This is an optimization exercise on Yosys and OpenROAD, whose aim is small area, not a production implementation.
RTL that was checked went through simulation tests only; none was proved equivalent to the original.
Function not checked in run 1: the RTL went through the layout flow alone.
Power is estimated from default activity; no workload was simulated.

[config.mk]
export PLATFORM = sky130hd
export DESIGN_NAME = Allocator
export DESIGN_NICKNAME = Allocator
export VERILOG_FILES = /design/flow/design.v
export SDC_FILE = /design/flow/constraint.sdc
export NUM_CORES = 4
export LEC_CHECK = 0
export ABC_AREA = 1
export CAP_MARGIN = 20
export CORE_MARGIN = 2
export CORE_UTILIZATION = 70
export CTS_BUF_LIST = sky130_fd_sc_hd__clkbuf_4
export SLEW_MARGIN = 20
[constraint.sdc]
create_clock -name core_clock -period 5.0 [get_ports {clk_11MHz}]
set_input_delay 1.0000 -clock core_clock [delete_from_list [all_inputs] [get_ports {clk_11MHz}]]
set_output_delay 1.0000 -clock core_clock [all_outputs]
set_load 0.01 [all_outputs]
[design.v]
`timescale 1ns / 1ps
module Allocator
	#(parameter MODEL_ADDR_WIDTH=10, MODEL_DATA_WIDTH=18, MODEL_LOC_SIZE=1024,
					WEIGHT_ADDR_WIDTH=11, WEIGHT_DATA_WIDTH=9, WEIGHT_LOC_SIZE=2048,
					TENSOR_ADDR_WIDTH=9, TENSOR_DATA_WIDTH=36, TENSOR_LOC_SIZE=512)
	(input clk_11MHz, input resetn,
	output reg [7:0] N,
	output reg [7:0] M,
	output reg mm_ena,
	output mm_wea,
	output [MODEL_ADDR_WIDTH-1:0] mm_addra,
	output [MODEL_DATA_WIDTH-1:0] mm_dla,
	output wm_ena_0, wm_ena_1, wm_ena_2, wm_ena_3, wm_ena_4, wm_ena_5, wm_ena_6, wm_ena_7,
	output wm_wea_0, wm_wea_1, wm_wea_2, wm_wea_3, wm_wea_4, wm_wea_5, wm_wea_6, wm_wea_7,
	output [WEIGHT_ADDR_WIDTH-1:0] wm_addra_0,
	output [WEIGHT_ADDR_WIDTH-1:0] wm_addra_1,
	output [WEIGHT_ADDR_WIDTH-1:0] wm_addra_2,
	output [WEIGHT_ADDR_WIDTH-1:0] wm_addra_3,
	output [WEIGHT_ADDR_WIDTH-1:0] wm_addra_4,
	output [WEIGHT_ADDR_WIDTH-1:0] wm_addra_5,
	output [WEIGHT_ADDR_WIDTH-1:0] wm_addra_6,
	output [WEIGHT_ADDR_WIDTH-1:0] wm_addra_7,
	output [WEIGHT_DATA_WIDTH-1:0] wm_dla_0,
	output [WEIGHT_DATA_WIDTH-1:0] wm_dla_1,
	output [WEIGHT_DATA_WIDTH-1:0] wm_dla_2,
	output [WEIGHT_DATA_WIDTH-1:0] wm_dla_3,
	output [WEIGHT_DATA_WIDTH-1:0] wm_dla_4,
	output [WEIGHT_DATA_WIDTH-1:0] wm_dla_5,
	output [WEIGHT_DATA_WIDTH-1:0] wm_dla_6,
	output [WEIGHT_DATA_WIDTH-1:0] wm_dla_7,
	output reg tm_ena,
	output tm_wea,
	output [TENSOR_ADDR_WIDTH-1:0] tm_addra,
	output [TENSOR_DATA_WIDTH-1:0] tm_dla,
	input [7:0] RxData,
	input valid,
	output reg start_sig,
	output reg [3:0] StateLED
	);
	localparam [4:0]
		Waiting = 5'd0,  FType = 5'd1,  Nnum = 5'd2,  Error = 5'd3,
		S1a  = 5'd8,  S1b  = 5'd9,  S2a  = 5'd10, S2b  = 5'd11,
		WNa  = 5'd12, WNb  = 5'd13, LastM = 5'd14,
		Mnum = 5'd16, ReadW = 5'd17, LastW = 5'd18,
		MS1a = 5'd20, MS1b = 5'd21, MS2a = 5'd22, MS2b = 5'd23,
		ReadImage = 5'd24, LastI = 5'd25;
	reg [4:0] state, next_state;
	reg [15:0] C;        
	reg [7:0]  D;        
	reg [23:0] img;      
	reg [15:0] L;        
	reg [15:0] rowcnt;   
	reg [10:0] acline;   
	reg [2:0]  lane;     
	reg        we;       
	wire ms    = (state[4:2] == 3'b101);
	wire [15:0] Cinc = C + 16'd1;
	wire [16:0] Linc = {1'b0, L} + 17'd1;
	wire [15:0] COL  = {img[15:8], img[23:16]};
	wire rowend  = (Linc == {1'b0, COL});
	wire lastrow = (rowcnt == 16'd1);
	wire mend    = (&C);
	wire nend    = (Cinc == {8'd0, N});
	wire iend    = (C[9:0] == 10'd782);
	assign mm_wea = mm_ena;
	assign mm_addra = {C[7:0], state == S1a || state == LastM, state == WNa};
	assign mm_dla = {2'b00, img[23:16], D};
	wire [7:0] wsel = {8{we}} & (8'd1 << lane);
	assign {wm_ena_7, wm_ena_6, wm_ena_5, wm_ena_4, wm_ena_3, wm_ena_2, wm_ena_1, wm_ena_0} = wsel;
	assign {wm_wea_7, wm_wea_6, wm_wea_5, wm_wea_4, wm_wea_3, wm_wea_2, wm_wea_1, wm_wea_0} = wsel;
	assign wm_addra_0 = acline; assign wm_addra_1 = acline;
	assign wm_addra_2 = acline; assign wm_addra_3 = acline;
	assign wm_addra_4 = acline; assign wm_addra_5 = acline;
	assign wm_addra_6 = acline; assign wm_addra_7 = acline;
	assign wm_dla_0 = {1'b0, D}; assign wm_dla_1 = {1'b0, D};
	assign wm_dla_2 = {1'b0, D}; assign wm_dla_3 = {1'b0, D};
	assign wm_dla_4 = {1'b0, D}; assign wm_dla_5 = {1'b0, D};
	assign wm_dla_6 = {1'b0, D}; assign wm_dla_7 = {1'b0, D};
	assign tm_wea = tm_ena;
	assign tm_addra = {1'b0, C[9:2]};
	assign tm_dla = {4'b0000, D, img};
	always @(*) begin
		case (state)
		Waiting:   next_state = (RxData == 8'hFF) ? FType : Waiting;
		FType:     next_state = (RxData == 8'h01) ? Nnum : (RxData == 8'h02) ? Mnum :
		                        (RxData == 8'h03) ? ReadImage : Error;
		Nnum:      next_state = S1a;
		S1a:       next_state = S1b;
		S1b:       next_state = S2a;
		S2a:       next_state = S2b;
		S2b:       next_state = WNa;
		WNa:       next_state = WNb;
		WNb:       next_state = nend ? LastM : S1a;
		Mnum:      next_state = MS1a;
		MS1a:      next_state = MS1b;
		MS1b:      next_state = MS2a;
		MS2a:      next_state = MS2b;
		MS2b:      next_state = ReadW;
		ReadW:     next_state = (rowend && lastrow) ? (mend ? LastW : MS1a) : ReadW;
		ReadImage: next_state = iend ? LastI : ReadImage;
		LastM, LastW, LastI: next_state = (RxData == 8'hFF) ? Waiting : Error;
		default:   next_state = Waiting;
		endcase
	end
	always @(posedge clk_11MHz) begin
		if (~resetn) begin
			state <= Waiting;
			N <= 0; M <= 0; StateLED <= 0;
			mm_ena <= 0; we <= 0; tm_ena <= 0; start_sig <= 0;
		end else begin
			mm_ena <= valid && (state == S1b || state == S2b || state == WNb);
			we <= valid && (state == ReadW || (we && ms));
			tm_ena <= valid && state == ReadImage && C[1:0] == 2'd2;
			start_sig <= valid && state == ReadImage && iend;
			if (valid) begin
				state <= next_state;
				case (state)
				FType: StateLED[3] <= 0;
				Nnum: begin N <= RxData; StateLED[0] <= 1; end
				Mnum: begin M <= RxData; StateLED[1] <= 1; end
				ReadImage: StateLED[2] <= 1;
				LastM: if (RxData == 8'hFF) StateLED[0] <= 0;
				LastW: if (RxData == 8'hFF) StateLED[1] <= 0;
				LastI: if (RxData == 8'hFF) begin StateLED[2] <= 0; StateLED[3] <= 1; end
				default: ;
				endcase
			end
		end
	end
	always @(posedge clk_11MHz) begin
		if (state == ReadW) lane <= L[2:0];
		if (valid || state != ReadW) L <= (state == ReadW && !rowend) ? Linc[15:0] : 16'd0;
		if (valid) begin
			if (!ms) D <= RxData;
			if (state != ReadW) img <= {ms ? RxData : D, img[23:8]};
			case (state)
			FType: C <= 16'hFFFF;
			Mnum: begin
				C[7:0] <= ~RxData;
				acline <= 11'h7FF;
			end
			S1a, MS1a, ReadImage: C <= Cinc;
			MS2b: rowcnt <= {img[7:0], img[15:8]};
			ReadW: begin
				acline <= acline + {10'd0, L[2:0] == 3'd0};
				if (rowend && rowcnt != 16'd0) rowcnt <= rowcnt - 16'd1;
			end
			default: ;
			endcase
		end
	end
endmodule
[flow/run.sh]
#!/bin/bash
# Standard layout, with each port's buffer the smallest buffer cell.
export BUFFER_PORTS_ARGS="-buffer_cell sky130_fd_sc_hd__buf_1"
bash standard.sh > standard_flow.log 2>&1
[standard.sh]
#!/bin/bash
# synth_recipe.tcl (not shown) runs the flow's synth.tcl, then flattens the netlist and writes it again
# the make line also repeats each setting of config.mk as NAME=value (left out here)
make -C /OpenROAD-flow-scripts/flow DESIGN_CONFIG=/design/flow/config.mk WORK_HOME=/design/flow/orfs CLKGATE_MAP_FILE= SYNTH_SCRIPT=/design/flow/synth_recipe.tcl "${@:-finish}"
==> summary.md, run 1 <==
| Metric | Value |
|---|---|
| Crit path buf inv count | 2 |
| Max VDD drop | 0.220 mV |
| Worst path max stage delay | 0.47 ns |
| CP Launch Type | flip-flop |
| Worst r2r path cells | 12 |
| Most common cell after layout, fill and taps aside | buf_1 |
| Yosys reg bits | 123 |
| Sequential share of the synthesized area | 0.421 |
| Final ANT Viol Nets | 0 |
| Fmax | 324 MHz |
| XOR/XNOR Fraction of Synth Area | 0.0246 |
| Layout fillers | 966 |
| Count of input and output buffers | 269 |
| Drt wl/cell | roughly 15 um |
| Post-Syn Area | 8090 um^2 |
| Worst Hold Class | flip-flop to flip-flop |
| Peak fanout along the critical path | 6 |
| Mux cell area share after synthesis | 0 |
| Endpoints failing hold | 0 |
| Area after DPL | between 7000 and 8000 um^2 |
| Adder-cell share of the synthesized area | 0.0124 |
| Drc violations | 0 |
| Clock Latency Late Sink | 0.54 ns |
| Die area | about 12000 um^2 |
| GPL Wtd Cong | approximately 0.9 |
| Mapped Cells | 1004 |
| Leak | 3.13 nW |
| Critical hold path startpoint | N[5] |
| Final-report max-slew violation count | 0 |
| Clk sinks | 123 |
| Total wire length | 18300 um |
| Wire length of the first global-routing pass | approximately 28000 um |
| Distinct cells, synth | 42 |
| Most frequent cells in the layout | 269 x buf_1, 211 x nand2_1, 100 x inv_1, 94 x edfxtp_1, 89 x nor2_1 |
| Via Count | 6564 |
| Num ports | between 200 and 300 |
| Crit path time final | between 3 and 4 ns |
| CTS tree | built |
| Core area | 11400 um^2 |
| Post-DR vias/cell | 5.23 |
| Max Cap Violations | 0 |
| Worst-path clk slew | 0.11 ns |
| Longest Clk Path Bufs | 2 |
| Run status | finished clean |
| RR Endpoint | rowcnt[10] |
| Yosys warns | 1 |
| Setup TNS | 0 ns |
| Initial antenna violation count | 0 |
| CTS Hold Bufs | 0 |
| Die H | 112 um |
| Hold path depth | 2 |
| Post-route cell area | about 8100 um^2 |
| RSZ-0062 raised after global routing | false |
| DP HPWL | 14000 um |
| CP arrival | roughly 2.1 ns |
| Largest net degree at the start of global routing | 29 |
| DRT Pass-1 Iters | 5 |
| Reg2Reg Setup Slack | approximately 2.3 ns |
| Setup violations, final | 0 |
| Final clock skew | between 0.015 and 0.02 ns |
| Avg Inst Size Synth | 8.06 um^2 |
| Complex-gate fraction of the synthesized area | 0.0767 |
| N_diodes | 0 |
| Worst Tran Pin Value | 0.974 ns |
| P per Cell Area | 247 nW/um^2 |
| Vias in the first global route | 5594 |
| Slowest-stage cell, CP | dfxtp_1 |
| Die width | 112 um |
| Cell row count | 39 |
| CTS buffer count | 17 |
| Worst endpoint required time | 4.00 ns |
| Critical path endpoint category | primary output |
| Part of the cycle the worst path needs | 0.617 |
| FF-to-FF Start | L[0] |
| Global route overflow | 0 |
| CTS resizes | 0 |
| CP Class | flip-flop to primary output |
| Slew headroom | 0.347 |
| NumNets Final | 1118 |
| Family with the most delay on the worst path | flip-flops |
| H-tree depth | 4 |
| Post-CTS Setup Bufs | 0 |
| Initial core utilization | 0.712 |
| Hold endpoint | N[5] |
| Share of cells above drive strength 1 | 0.0513 |
| DRT iter0 DRCs | approximately 560 |
| Main combinational cell family by area after synthesis | buffers and inverters |
| Gr usage total | 0.291 |
| Synth Area in Simple Gates | 0.225 |
| Area Overhead vs Synth | 0.541% |
| Clock root cell | clkbuf_4 |
| Crit path cell chain | nand2_1, nor2_1, inv_1, o21ai_0, buf_1 |
==> cells in the mapped netlist <==
library cell / number / share of area
xnor2_1: 10 / 0.011
a21o_1: 1 / 0.00093
nor3_1: 14 / 0.0087
edfxtp_1: 94 / 0.35
o21bai_1: 1 / 0.00093
o211ai_1: 10 / 0.0093
inv_1: 100 / 0.046
nand3_1: 61 / 0.038
and3_1: 1 / 0.00077
nor2_2: 8 / 0.0062
clkbuf_1: 8 / 0.0037
a21oi_2: 1 / 0.0011
buf_2: 1 / 0.00062
nand3_2: 1 / 0.0012
nand2_1: 211 / 0.098
ha_1: 8 / 0.012
clkinv_1: 2 / 0.00093
nand4_1: 18 / 0.014
nand3b_1: 3 / 0.0028
o21ai_0: 49 / 0.030
nor2_4: 2 / 0.0028
o2111ai_1: 1 / 0.0011
nor3b_1: 2 / 0.0019
inv_2: 5 / 0.0023
a31oi_1: 7 / 0.0054
dfxtp_1: 29 / 0.072
o21ai_2: 1 / 0.0011
nor4_1: 3 / 0.0023
or2_2: 3 / 0.0023
xor3_1: 1 / 0.0029
a21oi_1: 37 / 0.023
conb_1: 1 / 0.00046
buf_6: 1 / 0.0014
nor3_2: 3 / 0.0037
a211oi_1: 1 / 0.00093
xor2_1: 10 / 0.011
o22ai_1: 2 / 0.0015
o21ai_1: 2 / 0.0012
or2_1: 1 / 0.00077
nor2_1: 90 / 0.042
and2_1: 1 / 0.00077
buf_4: 199 / 0.18
==> final cells by class <==
type                            instances  area [um^2]  share of cell area
Timing Repair Buffer                  271         1020               0.126
Sequential cell                       123         3400               0.418
Clock buffer                           21          158              0.0194
Multi-Input combinational cell        579         2820               0.346
Tap cell                              143          179              0.0220
Clock inverter                         11          153              0.0188
Inverter                              107          402              0.0494
==> stage by stage <==
| stage | hold slack, ns | total power, mW | worst slack (ns) | util | instances |
|---|---|---|---|---|---|
| floorplan | 0.457 | 1.26 | 1.84 | - | 1018 |
| global placement | 0.462 | 1.27 | 1.91 | 0.688 | 1223 |
| detailed placement | 0.476 | 1.27 | 1.91 | 0.688 | 1223 |
| CTS | 0.491 | 2.02 | 1.97 | 0.715 | 1255 |
| global route | 0.505 | 2.07 | 1.81 | 0.716 | 1255 |
| finish | 0.495 | 2.01 | 1.92 | 0.716 | 1255 |
==> tightest hold or removal path, stage by stage, from the launching register on <==
cell,delay [ns]
dfxtp_1,0.33
inv_1,0.07
a21oi_1,0.06
==> how the worst max path moves through the flow <==
stage	from	endpoint	slack (ns)	depth (start not counted)
after floorplan	L[0]	rowcnt[0]	1.84	13
after global placement	valid	img[3]	1.91	3
after detailed placement	valid	img[3]	1.91	3
after CTS	state[3]	mm_addra[1]	1.97	5
after global routing	state[3]	mm_addra[1]	1.81	5
final	state[3]	mm_addra[1]	1.92	5
==> cells by family after synthesis <==
kind of cell,after synthesis
AO/OA/AOI/OAI,113
XOR/XNOR,21
adder cells (fa/ha/maj),8
buffers and inverters,316
flip-flops,123
other,1
AND/OR/NAND/NOR,422
==> where the power goes <==
part           switching (mW)  internal, mW
combinational          0.0803        0.0318
clock                   0.354         0.411
sequential             0.0235          1.11
total                   0.458          1.55
==> registers in the layout, indices dropped and copies added, names as in the netlist <==
register	flops
img	24
C	16
L	16
rowcnt	16
acline	11
D	8
M	8
N	8
state	5
StateLED	4
lane	3
mm_ena	1
start_sig	1
tm_ena	1
we	1
==> per-layer routing <==
| metal | share of wire | GRT usage | vias up |
|---|---|---|---|
| met5 | 0 | 0 | - |
| met4 | 0.018 | 0.0914 | 0 |
| met3 | 0.067 | 0.0566 | 20 |
| met2 | 0.49 | 0.483 | 294 |
| met1 | 0.42 | 0.391 | 2978 |
| li1 | - | - | 3272 |
==> inputs of run 2 (changes only) <==
--- a/design.v
+++ b/design.v
@@ -129,7 +129,6 @@
 	end
 	always @(posedge clk_11MHz) begin
 		if (state == ReadW) lane <= L[2:0];
-		if (valid || state != ReadW) L <= (state == ReadW && !rowend) ? Linc[15:0] : 16'd0;
 		if (valid) begin
 			if (!ms) D <= RxData;
 			if (state != ReadW) img <= {ms ? RxData : D, img[23:8]};
@@ -137,11 +136,13 @@
 			FType: C <= 16'hFFFF;
 			Mnum: begin
 				C[7:0] <= ~RxData;
+				L <= 0;
 				acline <= 11'h7FF;
 			end
 			S1a, MS1a, ReadImage: C <= Cinc;
 			MS2b: rowcnt <= {img[7:0], img[15:8]};
 			ReadW: begin
+				L <= rowend ? 16'd0 : Linc[15:0];
 				acline <= acline + {10'd0, L[2:0] == 3'd0};
 				if (rowend && rowcnt != 16'd0) rowcnt <= rowcnt - 16'd1;
 			end
==> run.sh (new file) <==
#!/bin/bash
# synth_recipe.tcl (not shown) runs the flow's synth.tcl, then flattens the netlist and writes it again
# the make line also repeats each setting of config.mk as NAME=value (left out here)
make -C /OpenROAD-flow-scripts/flow DESIGN_CONFIG=/design/flow/config.mk WORK_HOME=/design/flow/orfs CLKGATE_MAP_FILE= SYNTH_SCRIPT=/design/flow/synth_recipe.tcl finish
--- a/config.mk
+++ b/config.mk
@@ -9,5 +9,4 @@
 export CAP_MARGIN = 20
 export CORE_MARGIN = 2
 export CORE_UTILIZATION = 70
-export CTS_BUF_LIST = sky130_fd_sc_hd__clkbuf_4
 export SLEW_MARGIN = 20
removed: flow/run.sh
removed: standard.sh
==> run 2 against run 1 <==
- power is 30% higher
- sequential cell count stayed put
- setup slack lost 0.46 ns
- largest cell class unchanged
- register-to-register slack got worse by 0.79 ns
- combinational power is 140% higher
- clock skew fell by 0.011 ns
==> summary.md, run 2 <==
| Metric | Value |
|---|---|
| Leak | 4.07 nW |
| DP HPWL | 15200 um |
| Vias in the first global route | between 6000 and 7000 |
| Max VDD drop | 0.289 mV |
| Crit path time final | 3.54 ns |
| GPL Wtd Cong | between 0.9 and 1 |
| Worst Hold Class | flip-flop to flip-flop |
| Gr usage total | 0.337 |
| Part of the cycle the worst path needs | 0.708 |
| Endpoints failing hold | 0 |
| Largest Register | img |
| Fmax | 282 MHz |
| H-tree depth | 4 |
| CP Launch Type | flip-flop |
| Area Overhead vs Synth | 24.0% |
| Share of cells above drive strength 1 | 0.0708 |
| Largest register FFs | 24 |
| CP Class | flip-flop to flip-flop |
| Total internal power | 1.96 mW |
| Worst-path clk slew | 0.06 ns |
| Clock root cell | clkbuf_16 |
| N_diodes | 0 |
| Register share of total power | 0.446 |
| Clk pwr share | 0.453 |
| Cell row count | 39 |
| Post-Syn Area | 8230 um^2 |
| Core area | 11500 um^2 |
| Synth top area cells | edfxtp_1 34%, buf_4 18%, nand2_1 9.7% |
| CTS buffer count | 17 |
| Hold WS | 0.491 ns |
| Post-CTS Setup Bufs | 0 |
| CTS resizes | 0 |
| Via Count | 7118 |
| Logic pwr share | 0.102 |
| DRT Pass-1 Iters | 7 |
| Setup violations, final | 0 |
| Distinct cells, synth | 47 |
| Post-synth top area cell | edfxtp_1 |
| Setup TNS | 0 ns |
| Placed insts | about 1200 |
| Run status | finished clean |
| Initial core utilization | 0.718 |
| Switching part of the total | 0.251 |
| Yosys warns | 1 |
| NumNets Final | 1122 |
| Avg Inst Size Synth | 8.15 um^2 |
| Sequential share of the synthesized area | 0.413 |
| EDFF count, synth | 94 |
| Most common cell in the netlist | nand2_1 |
| CTS Hold Bufs | 0 |
| Num ports | 285 |
| Layout fillers | 539 |
| Final clock skew | 0.00728 ns |
| Wire length of the first global-routing pass | 33600 um |
| Synth cell count leaders | 213 x nand2_1, 199 x buf_4, 98 x inv_1 |
| Final ANT Viol Nets | 0 |
| Final-report max-slew violation count | 0 |
| Clk sinks | 123 |
| Longest Clk Path Bufs | 2 |
| Die H | 112 um |
| Max Cap Violations | 0 |
| Async SR Flop Fraction | 0 |
| Worst Tran Pin Value | 1.07 ns |
| Most common flop cell mapped by yosys | edfxtp_1 |
| Most common cell after layout, fill and taps aside | clkdlybuf4s50_1 |
| DRT iter0 DRCs | 845 |
| Total wire length | 21700 um |
| Switch Pwr | 658 uW |
| Slew headroom | 0.279 |
| Mapped Cells | 1010 |
| RSZ-0062 raised after global routing | false |
| Count of input and output buffers | approximately 270 |
| Post-DR vias/cell | 5.65 |
| Yosys reg bits | 123 |
| Share of the synthesized area in the top cell type | 0.343 |
| Die width | 112 um |
| Most frequent cells in the layout | 269 x clkdlybuf4s50_1, 213 x nand2_1, 98 x inv_1, 94 x edfxtp_1, 71 x nor2_1 |
| Peak fanout along the critical path | 18 |
| Largest net degree at the start of global routing | 36 |
| P per Cell Area | roughly 260 nW/um^2 |
| Drc violations | 0 |
| Drt wl/cell | 17.2 um |
| Global route overflow | 0 |
| CTS tree | built |
| CP arrival | 3.59 ns |
| Worst endpoint required time | 5.05 ns |
| Critical path endpoint category | flip-flop |
| Clock Latency Late Sink | 0.43 ns |
| Non-Filler Instances | 1259 |
| Initial antenna violation count | 0 |
| Die area | 12600 um^2 |
| Power, Total | 2.62 mW |
run 2: cell types whose count changed after synthesis, sizes merged, moves of 3 or more:
cell | previous run | this run
nand3b | 3 | 6
nand2 | 211 | 218
a31oi | 7 | 2
nor3 | 17 | 14
nor2 | 100 | 97
run 2: worst paths after layout:
kind,start,slack [ns],endpoint,cells after the start
max,state[4],1.46,C[11],6
min,StateLED[0],0.49,StateLED[0],2
max reg2reg,state[4],1.46,C[11],6
min reg2reg,StateLED[0],0.49,StateLED[0],2
run 2: power groups by stage:
stage               sequential [mW]  combinational [mW]  clock (mW)
finish                         1.17               0.266        1.19
global route                   1.17               0.280        1.22
CTS                            1.17               0.266        1.18
detailed placement             1.19               0.263           0
global placement               1.19               0.258           0
floorplan                      1.19               0.155           0
run 2: worst max-delay path, cell delays in order (launching register included):
cell and delay [ns]:
dfxtp_1 0.42, inv_2 0.14, nor3_2 0.33, inv_2 0.22
o21ai_1 0.80, inv_1 0.32, o21ai_0 0.92
run 2: metrics by stage:
step	setup slack (ns)	cell area (um^2)	utilization
4_1_cts	1.52	10200	0.889
3_3_place_gp	1.71	9630	0.840
5_1_grt	1.21	10200	0.890
3_5_place_dp	1.55	9630	0.840
2_1_floorplan	1.88	8280	-
6_report	1.46	10200	0.890
run 2: cell type report:
class | count | area, um^2 | share of cell area
inverters | 106 | 400 | 0.0392
multi-input cells | 584 | 2950 | 0.289
well taps | 143 | 179 | 0.0175
repair buffers | 271 | 2710 | 0.265
clock buffers | 17 | 425 | 0.0417
clock inverters | 15 | 143 | 0.0140
flip-flops and latches | 123 | 3400 | 0.334
run 2: logic make-up after synthesis:
kind of cell               Yosys count  synth area share
AOI/OAI and AO/OA                  113            0.0768
other                                1          0.000456
DFF                                123             0.414
and+or+nand+nor                    425             0.234
adders and majority gates            8            0.0122
buffers and inverters              317             0.237
xor gates and xnor gates            23            0.0263
run 2: metal layers:
metal,GRT usage,vias to the layer above,share of wire
met5,0,-,0
met4,0.144,0,0.035
met3,0.0929,86,0.098
met2,0.570,490,0.50
met1,0.408,3257,0.36
li1,-,3285,-

what the ideal ports hide:
The results above use ideal ports. As a check the final layouts listed here were re-extracted and re-timed, cells and wires unchanged.
Step 1 (the two cells are an assumption about what drives the block):
set clk [get_ports {clk_11MHz}]
set_driving_cell -lib_cell sky130_fd_sc_hd__clkbuf_16 $clk
set_driving_cell -lib_cell sky130_fd_sc_hd__buf_2 [delete_from_list [all_inputs] $clk]
Step 2 moves the port delays by t, midway between the first and last clock arrival at a register: inputs arrive t later, outputs are due t later. That takes back most of the time a late clock gives input paths.
a / b / c = no drivers / after step 1 / after step 2; a / b = the first two.
run | t (ns) | setup slack, ns | clock arrival spread, ns | worst register clock-pin slew, ns
run 1 | 0.567 | 1.916 / 1.880 / 1.973 | 0.019 / 0.018 | 0.11 / 0.11
run 2 | 0.467 | 1.459 / 1.459 / 1.459 | 0.008 / 0.009 | 0.06 / 0.06
After both steps every run listed still meets setup and hold.
